This design comes from an exercise in tuning for a short achievable clock period and few clock cycles on the open sky130 flow, not from production work.
Only simulation tests tie the RTL to the original design; equivalence was not proved.
Power and IR drop assume default switching activity.

## flow/config.mk

```make
export PLATFORM = sky130hd
export DESIGN_NAME = cpu
export DESIGN_NICKNAME = cpu
export VERILOG_FILES = /design/flow/design.v
export SDC_FILE = /design/flow/constraint.sdc
export NUM_CORES = 4
export LEC_CHECK = 0
export CAP_MARGIN = 20
export CORE_MARGIN = 2
export CORE_UTILIZATION = 40
export SETUP_SLACK_MARGIN = 5
export SLEW_MARGIN = 20
export SYNTH_HIERARCHICAL = 1
```

## flow/constraint.sdc

```tcl
create_clock -name core_clock -period 7.0 [get_ports {clk}]
set_input_delay 1.4000 -clock core_clock [delete_from_list [all_inputs] [get_ports {clk}]]
set_output_delay 1.4000 -clock core_clock [all_outputs]
set_load 0.01 [all_outputs]
```

## flow/design.v

```verilog
module cpu(clk,reset,s,load,in,out,N,V,Z,w);
  input clk, reset, s, load;
  input [15:0] in;
  output [15:0] out;
  output N, V, Z, w;
  reg [7:0] ir_a;    
  reg [7:0] ir_b0;   
  reg [7:0] ir_b1;   
  reg [7:0] ir_br;   
  reg [7:0] ir_b15;  
  reg [7:0] wsel;    
  reg [5:0] op;      
  reg       o_wc;    
  reg [7:0] imm;
  reg [127:0] R;     
  reg [15:0] A, B;   
  reg [15:0] P, G, GS;  
  reg [15:0] C;
  reg        Nr, Vr, Zr;
  reg        wr, fresh, pend;
  wire [7:0] d_a, d_b0, d_b1, d_br, d_b15, d_wsel;
  wire [5:0] d_op;
  wire       d_wc;
  decode DEC(.in(in), .a(d_a), .b0(d_b0), .b1(d_b1), .br(d_br), .b15(d_b15),
             .wsel(d_wsel), .op(d_op), .wc(d_wc));
  always @(posedge clk)
    if (load) begin
      ir_a   <= d_a;
      ir_b0  <= d_b0;
      ir_b1  <= d_b1;
      ir_br  <= d_br;
      ir_b15 <= d_b15;
      wsel   <= d_wsel;
      op     <= d_op;
      o_wc   <= d_wc;
      imm    <= in[7:0];
    end
  wire [15:0] An, Bn, Pn, Gn, GSn;
  opread RD(.rn(in[10:8]), .rm(in[2:0]), .sh(in[4:3]), .load(load),
            .ir_a(ir_a), .ir_b0(ir_b0), .ir_b1(ir_b1), .ir_br(ir_br),
            .ir_b15(ir_b15), .R(R), .A(An), .B(Bn), .P(Pn), .G(Gn), .GS(GSn));
  always @(posedge clk) begin
    A  <= An;
    B  <= Bn;
    P  <= Pn;
    G  <= Gn;
    GS <= GSn;
  end
  wire [15:0] res;
  wire        n, v, z;
  alu ALU(.A(A), .B(B), .P(P), .G(G), .GS(GS), .op(op), .imm(imm), .res(res), .n(n), .v(v), .z(z));
  wire exec = (s & fresh) | pend;
  integer i;
  always @(posedge clk) begin
    for (i = 0; i < 8; i = i + 1)
      if (exec && wsel[i]) R[16*i +: 16] <= res;
    if (exec && o_wc) C <= res;
    if (exec && op[3]) begin
      Nr <= n;
      Vr <= v;
      Zr <= z;
    end
    fresh <= !exec;
    if (reset) begin
      pend <= 1'b0;
      wr   <= 1'b1;
    end else begin
      pend <= s & !fresh;
      wr   <= !(s & !fresh);
    end
  end
  assign out = C;
  assign N = Nr;
  assign V = Vr;
  assign Z = Zr;
  assign w = wr;
endmodule
module decode(in, a, b0, b1, br, b15, wsel, op, wc);
  input [15:0] in;
  output reg [7:0] a, b0, b1, br, b15, wsel;
  output [5:0] op;
  output wc;
  wire [4:0] opc = in[15:11];
  wire [2:0] rn = in[10:8], rd = in[7:5], rm = in[2:0];
  wire [1:0] sh = in[4:3];
  wire d_movi = opc == 5'b11010;
  wire d_mov  = opc == 5'b11000;
  wire d_add  = opc == 5'b10100;
  wire d_cmp  = opc == 5'b10101;
  wire d_and  = opc == 5'b10110;
  wire d_mvn  = opc == 5'b10111;
  assign wc = d_mov | d_add | d_and | d_mvn;
  assign op = {d_mvn, d_and, d_cmp, d_add, d_mov, d_movi};
  integer j;
  always @(*)
    for (j = 0; j < 8; j = j + 1) begin
      a[j]    = rn == j;
      b0[j]   = rm == j && sh == 2'b00;
      b1[j]   = rm == j && sh == 2'b01;
      br[j]   = rm == j && sh[1];
      b15[j]  = rm == j && (sh == 2'b00 || sh == 2'b11);
      wsel[j] = (d_movi && rn == j) || (wc && rd == j);
    end
endmodule
module opread(rn, rm, sh, load, ir_a, ir_b0, ir_b1, ir_br, ir_b15, R, A, B,
              P, G, GS);
  input [2:0] rn, rm;
  input [1:0] sh;
  input load;
  input [7:0] ir_a, ir_b0, ir_b1, ir_br, ir_b15;
  input [127:0] R;
  output [15:0] A, B;
  output [15:0] P, G, GS;   
  wire [15:0] xa = R[16*rn +: 16];
  wire [15:0] xb = R[16*rm +: 16];
  reg  [15:0] ain, bin, air, bir;
  integer k;
  always @(*) begin
    ain = xa;
    case (sh)
      2'b00: bin = xb;
      2'b01: bin = {xb[14:0], 1'b0};
      2'b10: bin = {1'b0, xb[15:1]};
      default: bin = {xb[15], xb[15:1]};
    endcase
    air = 16'b0;
    bir = 16'b0;
    for (k = 0; k < 8; k = k + 1) begin
      air = air | ({16{ir_a[k]}} & R[16*k +: 16]);
      bir = bir | ({16{ir_b1[k]}} & {R[16*k +: 15], 1'b0})
                | ({16{ir_br[k]}} & {1'b0, R[16*k+1 +: 15]})
                | ({ir_b15[k], {15{ir_b0[k]}}} & R[16*k +: 16]);
    end
  end
  assign A = load ? ain : air;
  assign B = load ? bin : bir;
  assign P  = A ^ B;
  assign G  = A & B;
  assign GS = A & ~B;
endmodule
module alu(A, B, P, G, GS, op, imm, res, n, v, z);
  input [15:0] A, B, P, G, GS;
  input [5:0] op;    
  input [7:0] imm;
  output [15:0] res;
  output n, v, z;
  wire [15:0] cy;    
  wire [15:0] cd;    
  ks_carries ADD(.p(P), .g(G), .cin(1'b0), .c(cy));
  ks_carries SUB(.p(~P), .g(GS), .cin(1'b1), .c(cd));
  wire o_movi = op[0], o_mov = op[1], o_add = op[2], o_and = op[4], o_mvn = op[5];
  wire [15:0] other = ({16{o_and}} & G)
                    | ({16{o_mov}} & B)
                    | ({16{o_mvn}} & ~B)
                    | ({16{o_movi}} & {{8{imm[7]}}, imm});
  wire [15:0] r0 = o_add ? P : other;
  wire [15:0] r1 = o_add ? ~P : other;
  assign res = (cy & r1) | (~cy & r0);
  wire d15 = ~P[15] ^ cd[15];
  assign n = d15;
  assign v = (A[15] ^ B[15]) & (d15 ^ A[15]);
  assign z = ~|P;
endmodule
module ks_carries(p, g, cin, c);
  input [15:0] p, g;
  input cin;
  output [15:0] c;
  wire [15:0] g0 = {g[15:1], g[0] | (p[0] & cin)};
  wire [15:0] g1, p1, g2, p2, g3, p3, g4, p4;
  genvar i;
  generate
    for (i = 0; i < 16; i = i + 1) begin : L1
      if (i >= 1) begin
        assign g1[i] = g0[i] | (p[i] & g0[i-1]);
        assign p1[i] = p[i] & p[i-1];
      end else begin
        assign g1[i] = g0[i];
        assign p1[i] = p[i];
      end
    end
    for (i = 0; i < 16; i = i + 1) begin : L2
      if (i >= 2) begin
        assign g2[i] = g1[i] | (p1[i] & g1[i-2]);
        assign p2[i] = p1[i] & p1[i-2];
      end else begin
        assign g2[i] = g1[i];
        assign p2[i] = p1[i];
      end
    end
    for (i = 0; i < 16; i = i + 1) begin : L3
      if (i >= 4) begin
        assign g3[i] = g2[i] | (p2[i] & g2[i-4]);
        assign p3[i] = p2[i] & p2[i-4];
      end else begin
        assign g3[i] = g2[i];
        assign p3[i] = p2[i];
      end
    end
    for (i = 0; i < 16; i = i + 1) begin : L4
      if (i >= 8) begin
        assign g4[i] = g3[i] | (p3[i] & g3[i-8]);
        assign p4[i] = p3[i] & p3[i-8];
      end else begin
        assign g4[i] = g3[i];
        assign p4[i] = p3[i];
      end
    end
  endgenerate
  assign c = {g4[14:0], cin};
endmodule
```

## flow/run.sh

```bash
#!/bin/bash
# synth_recipe.tcl (not shown) runs the flow's synth.tcl, then flattens the netlist and writes it again
# the make line also repeats each setting of config.mk as NAME=value (left out here)
make -C /OpenROAD-flow-scripts/flow DESIGN_CONFIG=/design/flow/config.mk WORK_HOME=/design/flow/orfs CLKGATE_MAP_FILE= SYNTH_SCRIPT=/design/flow/synth_recipe.tcl finish
```

==> metrics.yaml <==
status: "complete, no violations"
cap_violations: 0
path_max_fanout: 6
grt_pass1_wl_mm: 91.0
seqPwrFrac_pct: 44.6
p_leak_nw: 7.40
finalWorstSetupSlack_ns: 4.33
drtPass1Iterations: 12
pre_cts_slack_ns: 2.71
setup_tns_ns: 0
grt_overflow: 0
power_frac_comb_pct: 26.2
nets: 1488
clock_latency_ns: 0.58
gr-usage-met3_pct: 13.2
worst-setup-path-type: "input pin to flop"
worstPathRequired_ns: 7.47
p_int_mw: 3.58
start_util_pct: 40.7
dieHeight_um: 200
hold_viol_final: 0
switching_share_pct: 32.3
max_freq_mhz: 374
met2_usage_pct: 43.4
busiest_layer: "met2"
drt-total-wl_mm: 62.8
clock_path_buffers: 3
drcViolationCount: 0
final_common_cell: "edfxtp_1"
cts_tree: "built"
fillers: 3095
antenna_found_initial: 0
fin_util_pct: 53.6
cts_buffers: 30
avgSynthCellArea_um2: 11.9
syn_inst: 1298
p_clk_share_pct: 29.2
grt_usage_pct: 30.0
mappedNetlistArea_um2: 15400
ioPinCount: 40
root_buffer: "clkbuf_16"
clkSinkCount: 277
place_congestion: 0.955
ff2ff_path_depth: 6
num_rows: 71
grt_max_degree: 45
p_per_area_nw_per_um2: 261
drtIter0Drc: 2603
crit_path_end_kind: "flop"
yosys_warnings: 9
rsz0062_at_grt: "yes"
htree_levels: 1
mostFrequentLayoutCells: "210 x edfxtp_1, 166 x a22oi_1, 75 x buf_4"
path_clk_slew_ns: 0.06
first_global_vias: 13500
route.antenna.remaining_nets: 0
final.setup_skew_ns: 0.0181
area_growth_pct: 31.6
final.period_utilization_pct: 38.2
slew-limit-headroom_pct: 20.0
hold_class: "flop to flop"
core_um2: 37800
layout-drive-gt1-share_pct: 36.0
numPortBuffers: 39
fin_crit_ns: 2.67
hold_path_depth: 2
setup_viol_count_final: 0
dieArea_um2: 40000
critPathArrivalTime_ns: 3.14
grt_use_met1_pct: 37.6
finalPower_mw: 5.29
holdWs_ns: 0.525
worstSetupStartpointType: "input pin"
vias: 14000
power.switching_mw: 1.71
wl_per_cell_um: 31.9
dp_hpwl_mm: 35.9
worst_slew_pin_slew_ns: 1.20
maxSlewViolCount: 0
ir_drop_mv: 0.183
chipWidth_um: 200
via_per_inst: 7.10
## worst paths after layout
kind / startpoint / end / slack, ns
worst max register to register: ir_b0[6] / P[13] / 4.42
worst min-delay path: fresh / wr / 0.53
worst max-delay path: in[0] / P[5] / 4.33
worst min register to register: fresh / wr / 0.53
## per-stage QoR
step	area, µm²	instances
2_1_floorplan	15700	1299
3_3_place_gp	16200	1775
3_5_place_dp	16200	1776
4_1_cts	19600	1949
5_1_grt	20200	1969
6_report	20200	1970
## timing repair
action | in CTS | in global routing
resized for setup | 378 | 104
cloned | 19 | 2
pin swaps | 63 | 59
setup buffers | 98 | 18
hold buffers | 0 | 0
setup endpoints to repair | 461 | 240
## final cells by class
class | instances | area, µm² | share of cell area (%)
multi-input combinational | 890 | 8410 | 41.6
sequential | 277 | 7670 | 37.9
timing repair buffer | 194 | 2380 | 11.8
clock buffer | 43 | 891 | 4.40
tap | 511 | 639 | 3.16
inverter | 41 | 178 | 0.878
clock inverter | 13 | 70.1 | 0.346
antenna | 1 | 2.50 | 0.0124
## state kept, by name, summed over array words and instances (netlist names), 6 cells and up
register / flops
ir_a: 8
G: 16
P: 16
ir_b1: 8
imm: 8
op: 6
ir_b15: 8
GS: 15
ir_br: 8
C: 16
B: 16
wsel: 8
R: 128
ir_b0: 8
## power by group through the flow
| stage | combinational, mW | sequential [mW] | clock, mW |
|---|---|---|---|
| floorplan | 0.646 | 2.21 | 0 |
| global placement | 0.878 | 2.36 | 0 |
| detailed placement | 0.891 | 2.36 | 0 |
| CTS | 1.22 | 2.33 | 1.56 |
| global route | 1.46 | 2.37 | 1.63 |
| finish | 1.39 | 2.36 | 1.54 |
## layer usage
metal	routed length, µm	part of all wire (%)	up-vias
met5	44	0.070	-
met4	5040	8.0	4
met3	9680	15	427
met2	25600	41	1255
met1	22400	36	6718
li1	-	-	5580
## worst max-delay path: stages
cell     delay (ns)
buf_16         0.13
buf_12         0.15
buf_16         0.15
mux2i_4        0.19
a22oi_2        0.19
nand2_2        0.11
o22a_1         0.23
a32o_2         0.27
ha_1           0.27
inv_1          0.04
Testbench counts, summed over its fixed seeds: cycles 24,128.

[port drivers added, routing unchanged]
No port has a modelled driver above. Below, the same layout with a new extraction and two added sets of constraints.
Step 1: set_driving_cell puts a clkbuf_16 on clk and a buf_2 on each other input, an assumption about the parent block.
Step 2 also shifts input and output timing later by t, the mid clock arrival at the registers, as if the neighbouring blocks saw the same clock.
a / b / c = no drivers / after step 1 / after step 2; a / b = the first two.
shift t [ns]: 0.623
slack for setup (ns): 4.329 / 4.271 / 3.647
clock arrival spread, ns: 0.019 / 0.019
worst register clock-pin slew, ns: 0.07 / 0.07
worst data-port slew with drivers (ns): 0.17
After both steps this run still meets setup and hold. For this run, drivers alone change the setup slack by -0.058 ns; drivers and shift together by -0.682 ns.
